This is an optimization exercise on Yosys and OpenROAD, whose aim is small area, a short achievable clock period and few clock cycles, not a production implementation.

run a:
==> module PC_Adder, before the edit <==
module PC_Adder (pc, imm, stall, jmp, pc_br, pc_seq);
    input  [31:0] pc;
    input  [12:0] imm;           
    input         stall, jmp;
    output [31:0] pc_br, pc_seq;
    wire   [31:0] pc_4;
    wire [18:0] hi     = pc[31:13];
    wire [18:0] hi_inc = hi + 19'd1;
    wire [18:0] hi_dec = hi - 19'd1;
    wire [13:0] lo = {1'b0, pc[12:0]} + {1'b0, imm};
    wire        c  = lo[13];
    wire        s  = imm[12];
    assign pc_br = {(c & ~s) ? hi_inc : (~c & s) ? hi_dec : hi, lo[12:0]};
    wire [11:0] lo4 = {1'b0, pc[12:2]} + 12'd1;
    assign pc_4 = {lo4[11] ? hi_inc : hi, lo4[10:0], pc[1:0]};
    wire s_h  = stall;
    wire s_br = ~stall & jmp;
    wire s_4  = ~stall & ~jmp;
    assign pc_seq = ({32{s_h}} & pc) | ({32{s_br}} & pc_br) | ({32{s_4}} & pc_4);
endmodule
==> module pipeline_top, before the edit <==
module pipeline_top (clk, rst, imem_addr, imem_rdata, dmem_addr, dmem_wdata, dmem_we, dmem_rdata);
    input clk, rst;
    output [31:0] imem_addr;
    input  [31:0] imem_rdata;
    output [31:0] dmem_addr;
    output [31:0] dmem_wdata;
    output        dmem_we;
    input  [31:0] dmem_rdata;
    reg [31:0] pc;
    reg        e_wen, e_st, e_br;    
    reg        e_ldw;                
    reg        a_w, a_x, a_e;        
    reg        b_w, b_wi, b_x, b_xi, b_e, b_ei, b_t;
    reg        c_w, c_x, c_e;
    reg        e_ld, e_sub;
    reg [1:0]  e_fn;                 
    reg [4:0]  e_rd;
    reg [31:0] e_a, e_b;             
    reg [31:0] e_t;                  
    reg        w_wen, w_st;          
    reg        w_ld;
    reg [4:0]  w_rd;
    reg [31:0] w_res, w_wd;          
    reg [31:0] x_res;
    wire [31:0] res = w_ld ? dmem_rdata : w_res;
    assign dmem_addr  = w_res;
    assign dmem_wdata = w_wd;
    assign dmem_we    = w_st;
    wire [31:0] a, b, c, sd, alu;
    wire        eq;
    opsel u_opsel (
        .e_a(e_a), .e_b(e_b), .e_t(e_t), .w_res(w_res), .x_res(x_res), .res(res),
        .a_w(a_w), .a_x(a_x), .a_e(a_e),
        .b_w(b_w), .b_wi(b_wi), .b_x(b_x), .b_xi(b_xi), .b_e(b_e), .b_ei(b_ei), .b_t(b_t),
        .c_w(c_w), .c_x(c_x), .c_e(c_e),
        .a(a), .b(b), .c(c), .sd(sd)
    );
    alu u_alu (.a(a), .b(b), .cin(e_sub), .fn(e_fn), .y(alu));
    cmp u_cmp (.a(a), .c(c), .eq(eq));
    wire taken = e_br & eq;
    wire [31:0] ins = imem_rdata;
    wire [6:0]  op  = ins[6:0];
    wire [2:0]  f3  = ins[14:12];
    wire [4:0]  rs1 = ins[19:15];
    wire [4:0]  rs2 = ins[24:20];
    wire [4:0]  rd  = ins[11:7];
    wire is_r  = (op == 7'b0110011);
    wire is_lw = (op == 7'b0000011);
    wire is_sw = (op == 7'b0100011);
    wire is_br = (op == 7'b1100011);
    wire jmp   = is_br & (rs1 == rs2);      
    wire [31:0] immI = {{20{ins[31]}}, ins[31:20]};
    wire [31:0] immS = {{20{ins[31]}}, ins[31:25], ins[11:7]};
    wire [12:0] immB = {ins[31], ins[7], ins[30:25], ins[11:8], 1'b0};
    wire [31:0] pc_br, pc_seq;
    wire [31:0] rf1, rf2;
    register_file u_rf (
        .clk(clk), .rst(rst),
        .we(w_wen), .wa(w_rd), .wd(res),
        .ra1(rs1), .ra2(rs2), .rd1(rf1), .rd2(rf2)
    );
    wire m1 = e_wen && (e_rd == rs1);
    wire m2 = e_wen && (e_rd == rs2);
    wire n1 = w_wen && (w_rd == rs1);
    wire n2 = w_wen && (w_rd == rs2);
    wire sub = is_r & (((f3 == 3'b000) & ins[30]) | (f3 == 3'b010));
    wire [1:0] fn = !is_r          ? 2'd0 :
                    (f3 == 3'b010) ? 2'd1 :
                    (f3 == 3'b110) ? 2'd2 :
                    (f3 == 3'b111) ? 2'd3 : 2'd0;
    wire [31:0] t_next = is_br ? pc_br : is_sw ? immS : immI;
    wire br   = is_br & ~jmp;               
    wire use1 = is_r | is_lw | is_sw | br;
    wire sa_w = m1;
    wire sa_x = ~m1 & n1;
    wire sa_e = ~m1 & ~n1;
    wire sb_w = m2;
    wire sb_x = ~m2 & n2;
    wire sb_e = ~m2 & ~n2;
    wire stall;
    hazard_unit u_hz (
        .ins(ins), .e_rd(e_rd), .e_ldw(e_ldw), .stall(stall)
    );
    PC_Adder u_pc_add (
        .pc(pc), .imm(immB), .stall(stall), .jmp(jmp),
        .pc_br(pc_br), .pc_seq(pc_seq)
    );
    always @(posedge clk or negedge rst) begin
        if (!rst) begin
            pc    <= 32'b0;
            e_wen <= 1'b0;
            e_st  <= 1'b0;
            e_br  <= 1'b0;
            e_ldw <= 1'b0;
            w_wen <= 1'b0;
            w_st  <= 1'b0;
        end else begin
            pc    <= taken ? e_t : pc_seq;
            e_wen <= ~taken & ~stall & (is_r | is_lw) & (rd != 5'd0);
            e_st  <= ~taken & ~stall & is_sw;
            e_br  <= ~taken & ~stall & br;
            e_ldw <= ~taken & ~stall & is_lw & (rd != 5'd0);
            w_wen <= e_wen;
            w_st  <= e_st;
        end
    end
    always @(posedge clk) begin
        a_w   <= sa_w;
        a_x   <= sa_x;
        a_e   <= sa_e;
        b_w   <= is_r & sb_w & ~sub;
        b_wi  <= is_r & sb_w & sub;
        b_x   <= is_r & sb_x & ~sub;
        b_xi  <= is_r & sb_x & sub;
        b_e   <= is_r & sb_e & ~sub;
        b_ei  <= is_r & sb_e & sub;
        b_t   <= ~is_r;
        c_w   <= sb_w;
        c_x   <= sb_x;
        c_e   <= sb_e;
        e_ld  <= is_lw & ~stall;
        e_sub <= sub;
        e_fn  <= fn;
        e_rd  <= rd;
        e_a   <= rf1;
        e_b   <= rf2;
        e_t   <= t_next;
        x_res <= res;
        w_ld  <= e_ld;
        w_res <= alu;
        w_rd  <= e_rd;
        w_wd  <= sd;
    end
    assign imem_addr = pc;
endmodule
==> flow/config.mk <==
export PLATFORM = sky130hd
export DESIGN_NAME = pipeline_top
export DESIGN_NICKNAME = pipeline_top
export VERILOG_FILES = /design/flow/design.v
export SDC_FILE = /design/flow/constraint.sdc
export NUM_CORES = 8
export LEC_CHECK = 0
export CAP_MARGIN = 20
export CORE_MARGIN = 2
export CORE_UTILIZATION = 40
export CTS_CLUSTER_DIAMETER = 80
export CTS_CLUSTER_SIZE = 30
export SETUP_SLACK_MARGIN = 4.95
export SLEW_MARGIN = 20
export SYNTH_HIERARCHICAL = 1
==> flow/constraint.sdc <==
create_clock -name core_clock -period 8.0 [get_ports {clk}]
set_input_delay 1.6000 -clock core_clock [delete_from_list [all_inputs] [get_ports {clk}]]
set_output_delay 1.6000 -clock core_clock [all_outputs]
set_load 0.01 [all_outputs]
standard.sh (not shown) runs the stock make flow with config.mk's settings and CLKGATE_MAP_FILE= SYNTH_SCRIPT=/design/flow/synth_recipe.tcl, a recipe that flattens the netlist after the stock synthesis.
==> flow/flow/run.sh <==
#!/bin/bash
# Layout flow: the standard flow, except for synthesis, where ABC maps
# the operand selection, the ALU, the branch comparison, the register-file
# read decoders, the load-use hazard check,
# read slices and the fetch-address adders each
# on its own with a delay-driven script, ORFS's full-adder extraction is off,
# and the register-file read slice is the gate-level netlist in
# rf_read_bit_cells.v (see synth_custom.tcl); and the ports are buffered with buf_2 cells
# (the standard flow picks a delay cell). Everything else is standard.sh
# unchanged. Each step's output goes to a log file here.
set -euo pipefail
W=$PWD
export FAST_MODULES="opsel:400 alu:1200 cmp:500 rf_read_bit:600 PC_Adder:1000 rf_dec:300 hazard_unit:400"
export GATE_MODULES="rf_read_bit:rf_read_bit_cells.v"
make -C "$FLOW_HOME" DESIGN_CONFIG="$FLOW_CONFIG" WORK_HOME="$W/orfs" CLKGATE_MAP_FILE= \
    SYNTH_SCRIPT="$W/flow/synth_custom.tcl" ADDER_MAP_FILE= synth \
    > "$W/run_synth.log" 2>&1
bash "$W/standard.sh" BUFFER_PORTS_ARGS="-buffer_cell sky130_fd_sc_hd__buf_2" finish > "$W/run_layout.log" 2>&1
Other scripts of this flow, unchanged in this note and not shown: flow/flow/rf_read_bit_cells.v, flow/flow/synth_custom.tcl
Inputs modified between run a and run b:
diff --git a/flow/design.v b/flow/design.v
--- a/flow/design.v
+++ b/flow/design.v
@@ -40,29 +40,31 @@
 module cmp (a, c, eq);
     input  [31:0] a, c;
     output        eq;
     assign eq = (a == c);
 endmodule
-module PC_Adder (pc, imm, stall, jmp, pc_br, pc_seq);
+module PC_Adder (pc, imm, e_t, taken, stall, jmp, pc_br, pc_next);
     input  [31:0] pc;
     input  [12:0] imm;           
-    input         stall, jmp;
-    output [31:0] pc_br, pc_seq;
+    input  [31:0] e_t;
+    input         taken, stall, jmp;
+    output [31:0] pc_br, pc_next;
     wire   [31:0] pc_4;
     wire [18:0] hi     = pc[31:13];
     wire [18:0] hi_inc = hi + 19'd1;
     wire [18:0] hi_dec = hi - 19'd1;
     wire [13:0] lo = {1'b0, pc[12:0]} + {1'b0, imm};
     wire        c  = lo[13];
     wire        s  = imm[12];
     assign pc_br = {(c & ~s) ? hi_inc : (~c & s) ? hi_dec : hi, lo[12:0]};
     wire [11:0] lo4 = {1'b0, pc[12:2]} + 12'd1;
     assign pc_4 = {lo4[11] ? hi_inc : hi, lo4[10:0], pc[1:0]};
-    wire s_h  = stall;
-    wire s_br = ~stall & jmp;
-    wire s_4  = ~stall & ~jmp;
-    assign pc_seq = ({32{s_h}} & pc) | ({32{s_br}} & pc_br) | ({32{s_4}} & pc_4);
+    wire s_t  = taken;
+    wire s_h  = ~taken & stall;
+    wire s_br = ~taken & ~stall & jmp;
+    wire s_4  = ~taken & ~stall & ~jmp;
+    assign pc_next = ({32{s_t}} & e_t) | ({32{s_h}} & pc) | ({32{s_br}} & pc_br) | ({32{s_4}} & pc_4);
 endmodule
 module register_file (clk, rst, we, wa, wd, ra1, ra2, rd1, rd2);
     input clk, rst;
     input we;                    
     input [4:0] wa, ra1, ra2;
@@ -187,11 +189,11 @@
     wire is_br = (op == 7'b1100011);
     wire jmp   = is_br & (rs1 == rs2);      
     wire [31:0] immI = {{20{ins[31]}}, ins[31:20]};
     wire [31:0] immS = {{20{ins[31]}}, ins[31:25], ins[11:7]};
     wire [12:0] immB = {ins[31], ins[7], ins[30:25], ins[11:8], 1'b0};
-    wire [31:0] pc_br, pc_seq;
+    wire [31:0] pc_br, pc_next;
     wire [31:0] rf1, rf2;
     register_file u_rf (
         .clk(clk), .rst(rst),
         .we(w_wen), .wa(w_rd), .wd(res),
         .ra1(rs1), .ra2(rs2), .rd1(rf1), .rd2(rf2)
@@ -217,12 +219,12 @@
     wire stall;
     hazard_unit u_hz (
         .ins(ins), .e_rd(e_rd), .e_ldw(e_ldw), .stall(stall)
     );
     PC_Adder u_pc_add (
-        .pc(pc), .imm(immB), .stall(stall), .jmp(jmp),
-        .pc_br(pc_br), .pc_seq(pc_seq)
+        .pc(pc), .imm(immB), .e_t(e_t), .taken(taken), .stall(stall), .jmp(jmp),
+        .pc_br(pc_br), .pc_next(pc_next)
     );
     always @(posedge clk or negedge rst) begin
         if (!rst) begin
             pc    <= 32'b0;
             e_wen <= 1'b0;
@@ -230,11 +232,11 @@
             e_br  <= 1'b0;
             e_ldw <= 1'b0;
             w_wen <= 1'b0;
             w_st  <= 1'b0;
         end else begin
-            pc    <= taken ? e_t : pc_seq;
+            pc    <= pc_next;
             e_wen <= ~taken & ~stall & (is_r | is_lw) & (rd != 5'd0);
             e_st  <= ~taken & ~stall & is_sw;
             e_br  <= ~taken & ~stall & br;
             e_ldw <= ~taken & ~stall & is_lw & (rd != 5'd0);
             w_wen <= e_wen;
--- outcome ---
Looking at the reports, run b completed the entire flow and the layout it produced met the timing, DRC and antenna checks.
Per the comparison of run b with run a, inserted tap cell count now sits lower, global-route usage now sits higher.
Between run a and run b, amount of wire on met2 after detailed routing increased.
On setup slack after layout: between run b and run a, it ends up higher for run a.
Diff run a -> run b: synthesized area dropped about 1.2%, sequential share of layout area essentially unchanged.
Headroom to the max-slew limit sits higher in run b than in run a.
Lower final period utilization among run b and run a: run a
In terms of storage element area, run b and run a differ only marginally.
Run b -> run a: design area flat
No functional check of the RTL was part of any run of this note.

## static timing again, ports no longer ideal
The flow's constraints put no driver on any port. The routed layouts listed below were extracted and timed again, unchanged, in two steps.
Step 1, drivers: a clkbuf_16 drives clk and a buf_2 each remaining input, both assumed.
Step 2 moves the port delays by t, midway between the first and last clock arrival at a register: inputs arrive t later, outputs are due t later. That takes back most of the time a late clock gives input paths.
a / b / c = no drivers / after step 1 / after step 2; a / b = the first two.
run | t, ns | slack for setup (ns) | worst setup path after step 2 | slew at the worst register clock pin (ns) | worst slew at a driven data input, ns
run a | 0.794 | 4.836 / 4.847 / 4.053 | input to register | 0.12 / 0.12 | 0.19
run b | 0.803 | 4.815 / 4.781 / 3.977 | input to register | 0.12 / 0.12 | 0.22
After both steps every run listed still meets setup and hold. The setup slack of run b, which loses most, moves by -0.034 ns with the drivers and by -0.838 ns with both steps.
